Context: an optimization exercise on an open-source flow, tuned for small area, a short achievable clock period and few clock cycles. The choices shown serve that exercise and are no tape-out recipe.
Function was checked by simulation only, so behaviour that the tests miss may differ from the original.
Power figures rest on the tool's default switching activity, not on a simulated workload.

## booth_mul64
module booth_mul64(clk, reset_n, multiplier, multiplicand, op_start, op_clear, op_done, result);
  input clk, reset_n;
  input op_start, op_clear;
  input [63:0] multiplier, multiplicand;
  output op_done;
  output [127:0] result;
  reg st_idle, st_busy, st_cpa, st_done;
  reg [2:0] cnt;
  reg [63:0] M;           
  reg [63:0] PL;          
  reg [64:0] S, C;        
  reg [7:0] SL, CL;       
  reg [3:0] bone0, btwo0, bneg0;   
  reg [3:0] bone1, btwo1, bneg1;   
  assign op_done = st_done;
  assign result = {S[63:0], PL};
  wire [64:0] xe  = {M[63], M};
  wire [64:0] x2e = {M, 1'b0};
  wire [64:0] pp0;
  assign pp0[32:0] = (({33{bone0[0]}} & xe[32:0]) | ({33{btwo0[0]}} & x2e[32:0])) ^ {33{bneg0[0]}};
  assign pp0[64:33] = (({32{bone1[0]}} | ~xe[64:33]) & ({32{btwo1[0]}} | ~x2e[64:33])) ^ {32{bneg1[0]}};
  wire [64:0] pp1;
  assign pp1[32:0] = (({33{bone0[1]}} & xe[32:0]) | ({33{btwo0[1]}} & x2e[32:0])) ^ {33{bneg0[1]}};
  assign pp1[64:33] = (({32{bone1[1]}} | ~xe[64:33]) & ({32{btwo1[1]}} | ~x2e[64:33])) ^ {32{bneg1[1]}};
  wire [64:0] pp2;
  assign pp2[32:0] = (({33{bone0[2]}} & xe[32:0]) | ({33{btwo0[2]}} & x2e[32:0])) ^ {33{bneg0[2]}};
  assign pp2[64:33] = (({32{bone1[2]}} | ~xe[64:33]) & ({32{btwo1[2]}} | ~x2e[64:33])) ^ {32{bneg1[2]}};
  wire [64:0] pp3;
  assign pp3[32:0] = (({33{bone0[3]}} & xe[32:0]) | ({33{btwo0[3]}} & x2e[32:0])) ^ {33{bneg0[3]}};
  assign pp3[64:33] = (({32{bone1[3]}} | ~xe[64:33]) & ({32{btwo1[3]}} | ~x2e[64:33])) ^ {32{bneg1[3]}};
  wire c8;
  reg first;
  wire [64:0] Si = S & {65{~first}};
  ...
Size: roughly 2600 cells after synthesis, roughly 300 flip-flops, roughly 260 I/O pins, ~0.023 mm² of cells after synthesis.
Settings: LEC_CHECK=0, ABC_AREA=1, CAP_MARGIN=20, CORE_MARGIN=2, CORE_UTILIZATION=55, SETUP_SLACK_MARGIN=4.0, SLEW_MARGIN=20; clock period 7.0 ns.
standard.sh (not shown) runs the stock make flow with config.mk's settings and CLKGATE_MAP_FILE= SYNTH_SCRIPT=/design/flow/synth_recipe.tcl, a recipe that flattens the netlist after the stock synthesis.
==> flow/flow/run.sh <==
#!/bin/bash
# Layout flow: the standard flow, with the port buffers made of the
# smallest plain buffer instead of the default delay buffer, and a clock tree
# of fewer buffers without dummy loads.
set -o pipefail
export BUFFER_PORTS_ARGS="-buffer_cell sky130_fd_sc_hd__buf_1"
export CTS_ARGS="-sink_clustering_enable -repair_clock_nets -dont_use_dummy_load -buf_list sky130_fd_sc_hd__clkbuf_16 -sink_clustering_size 22 -sink_clustering_max_diameter 110"
bash standard.sh > standard.log 2>&1
Testbench counts at the start, summed over its fixed seeds: cycles 6,144.
Rerun with:
==> flow/flow/run.sh (replaced) <==
#!/bin/bash
# Layout flow: the standard flow, with the port buffers made of the
# smallest plain buffer instead of the default delay buffer, and a clock tree
# of fewer, smaller buffers without dummy loads.
set -o pipefail
export BUFFER_PORTS_ARGS="-buffer_cell sky130_fd_sc_hd__buf_1"
export CTS_ARGS="-sink_clustering_enable -repair_clock_nets -dont_use_dummy_load -buf_list {sky130_fd_sc_hd__clkbuf_8 sky130_fd_sc_hd__clkbuf_16} -sink_clustering_size 20"
bash standard.sh > standard.log 2>&1
Settings changed: ABC_AREA 1 to default, CORE_UTILIZATION 55 to 40.
After rerunning: The new run went through all stages and came out clean; power is higher by about 7%; core utilization decreases by 14 points; register-to-register slack got worse by 0.08 ns; worst setup slack got worse by 0.077 ns; area after synthesis shrinks by about 3%; via count goes down by about 12%; maximum frequency is lower by about 2.6%; worst hold slack is worse by 0.0071 ns; clock-buffer cell count climbs by 20; die area goes up by about 33%.
Rerun with:
==> flow/flow/run.sh (replaced) <==
#!/bin/bash
# Layout flow: the standard flow, with the port buffers made of the
# smallest plain buffer instead of the default delay buffer, and a clock tree
# of fewer buffers without dummy loads.
set -o pipefail
export BUFFER_PORTS_ARGS="-buffer_cell sky130_fd_sc_hd__buf_1"
export CTS_ARGS="-sink_clustering_enable -repair_clock_nets -dont_use_dummy_load -buf_list sky130_fd_sc_hd__clkbuf_16 -sink_clustering_size 22 -sink_clustering_max_diameter 110"
bash standard.sh > standard.log 2>&1
Settings changed: CORE_UTILIZATION 40 to 55.
Worst setup slack gains 0.023 ns.
Cell count came out lower by a little under a tenth.
Count of clock-buffer cells in the layout came out lower by 20.
Via count drops slightly.
First-iteration DRC count drops by a few percent.
Die area came out lower by a quarter to a third.
Rerun with:
Settings changed: ABC_AREA from default to 1, CORE_UTILIZATION 55 to 40.
The changed run finished with timing, DRC and antenna clean.
Power decreases slightly.
Setup slack is better by 0.036 ns.
Utilization decreases by 17 points.
Register-to-register slack is better by 0.04 ns.
Design area increases slightly.
Rerun with:
Settings changed: SETUP_SLACK_MARGIN 4.0 to 3.9.
What happened: The new run went through all stages and came out clean. Utilization came out lower by 0.26 points. Combinational power came out lower by about 1%. Final area came out lower by about 0.6%. Non-clock buffer count came out lower by 6. Die area is unchanged. Clock power hardly moves. Sequential power stays flat.
Rerun with:
Settings changed: ABC_AREA 1 to default, SETUP_SLACK_MARGIN 3.9 to 4.0.
=>
- clock skew shrinks by 0.0095 ns
- combinational power rises by about 1%
- die area went down by 2.9%
- routed wire length fell by 6.7%

* * *

booth_mul64 again, from the RTL that the note above started with.
clock: 7.0 ns
lec_check: 0
abc_area: 1
cap_margin: 20
core_margin: 2
core_utilization: 40
setup_slack_margin: 4.2
slew_margin: 20
==> flow/flow/run.sh <==
#!/bin/bash
# Layout flow: the standard flow, with the port buffers made of the
# smallest plain buffer instead of the default delay buffer, and a clock tree
# of fewer buffers without dummy loads.
set -o pipefail
export BUFFER_PORTS_ARGS="-buffer_cell sky130_fd_sc_hd__buf_1"
export CTS_ARGS="-sink_clustering_enable -repair_clock_nets -dont_use_dummy_load -buf_list sky130_fd_sc_hd__clkbuf_16 -sink_clustering_size 22 -sink_clustering_max_diameter 110"
bash standard.sh > standard.log 2>&1
Testbench counts at the start, summed over its fixed seeds: cycles 6,144.
Next try:
--- a/flow/config.mk
+++ b/flow/config.mk
@@ -10,4 +10,4 @@
 export CORE_MARGIN = 2
-export CORE_UTILIZATION = 40
-export SETUP_SLACK_MARGIN = 4.2
+export CORE_UTILIZATION = 65
+export SETUP_SLACK_MARGIN = 4.0
 export SLEW_MARGIN = 20
What happened: Worst setup slack gets worse by 50 ps; global-route usage climbs by 13 points; design area fell by about 5%; routed wire length decreases by about 9%; non-clock buffer count fell by 23; via count is higher by about 2%; final cell count is lower by 9.1%; total power goes down by about 1.7%; synthesized area stays the same; register-to-register slack degrades by 50 ps; flip-flop and latch count is unchanged.

* * *

Setup of rev 12:
booth_mul64 again, from the RTL that the note above started with.
Settings: LEC_CHECK=0, CAP_MARGIN=20, CORE_MARGIN=2, CORE_UTILIZATION=40, SETUP_SLACK_MARGIN=4.2, SLEW_MARGIN=20; clock period 7.0 ns.
Scripts as last shown in full above: flow/flow/run.sh
Testbench counts of rev 12, summed over its fixed seeds: cycles 6,144.
Modified inputs, rev 13 compared to rev 12
Settings: changing SETUP_SLACK_MARGIN from 4.2 to 4.0.
==> flow/flow/run.sh <==
#!/bin/bash
# Layout flow: the standard flow, with the port buffers made of the
# smallest plain buffer instead of the default delay buffer, and no dummy
# loads in the clock tree.
set -o pipefail
export BUFFER_PORTS_ARGS="-buffer_cell sky130_fd_sc_hd__buf_1"
export CTS_ARGS="-sink_clustering_enable -repair_clock_nets -dont_use_dummy_load"
bash standard.sh > standard.log 2>&1
Results
- Rev 13 against rev 12: highest attainable clock frequency +1.0%, routed wire length -9.9%.
- Delta (rev 13 minus rev 12): length of routed met3 wiring went down about 30%, share of total power in combinational logic went down 6.5 points.
- Between rev 13 and rev 12, share of the core filled with cells is higher for rev 12, rev 13 comes in under that.
- In the flow results for rev 13 and rev 12, the count of routing violations after the opening detailed-route iteration is larger on rev 12.
- Max part of the total power dissipated in the clock network across rev 13 and rev 12: rev 13
- Average wire per cell in the routed design: rev 13 vs rev 12 down 6.8%
- Taking rev 13 over rev 12, the area of combinational cells with multiple inputs ratio works out to 0.915.
- Sort rev 13 and rev 12 by placed wire-length estimate, descending, and rev 13 comes first.

## afterwards: timing with drivers on the ports
No port has a modelled driver above. Below, the same layouts with a new extraction and two added sets of constraints.
Step 1 assumes that a clkbuf_16 drives the clock port and a buf_2 every other input.
Step 2 moves the port delays by t, midway between the first and last clock arrival at a register: inputs arrive t later, outputs are due t later. That takes back most of the time a late clock gives input paths.
a / b / c = no drivers / after step 1 / after step 2; a / b = the first two.
run	shift t [ns]	slack for setup (ns)	hold WS [ns]
the first run of note 1	0.593	4.068 / 4.068 / 4.068	0.438 / 0.438 / 0.438
the second run of note 1	0.606	3.991 / 3.991 / 3.788	0.431 / 0.431 / 0.431
the third run of note 1	0.587	4.014 / 4.014 / 4.014	0.447 / 0.447 / 0.447
the fourth run of note 1	0.595	4.050 / 4.050 / 4.023	0.452 / 0.452 / 0.452
the fifth run of note 1	0.596	3.982 / 3.982 / 3.982	0.452 / 0.452 / 0.452
the sixth run of note 1	0.583	3.964 / 3.964 / 3.838	0.445 / 0.445 / 0.445
the first run of note 2	0.595	4.093 / 4.093 / 4.093	0.451 / 0.451 / 0.451
the second run of note 2	0.584	4.044 / 4.044 / 4.044	0.448 / 0.448 / 0.448
rev 12	0.595	3.961 / 3.961 / 3.923	0.438 / 0.438 / 0.438
rev 13	0.606	3.991 / 3.991 / 3.788	0.431 / 0.431 / 0.431
After both steps every run listed still meets setup and hold.
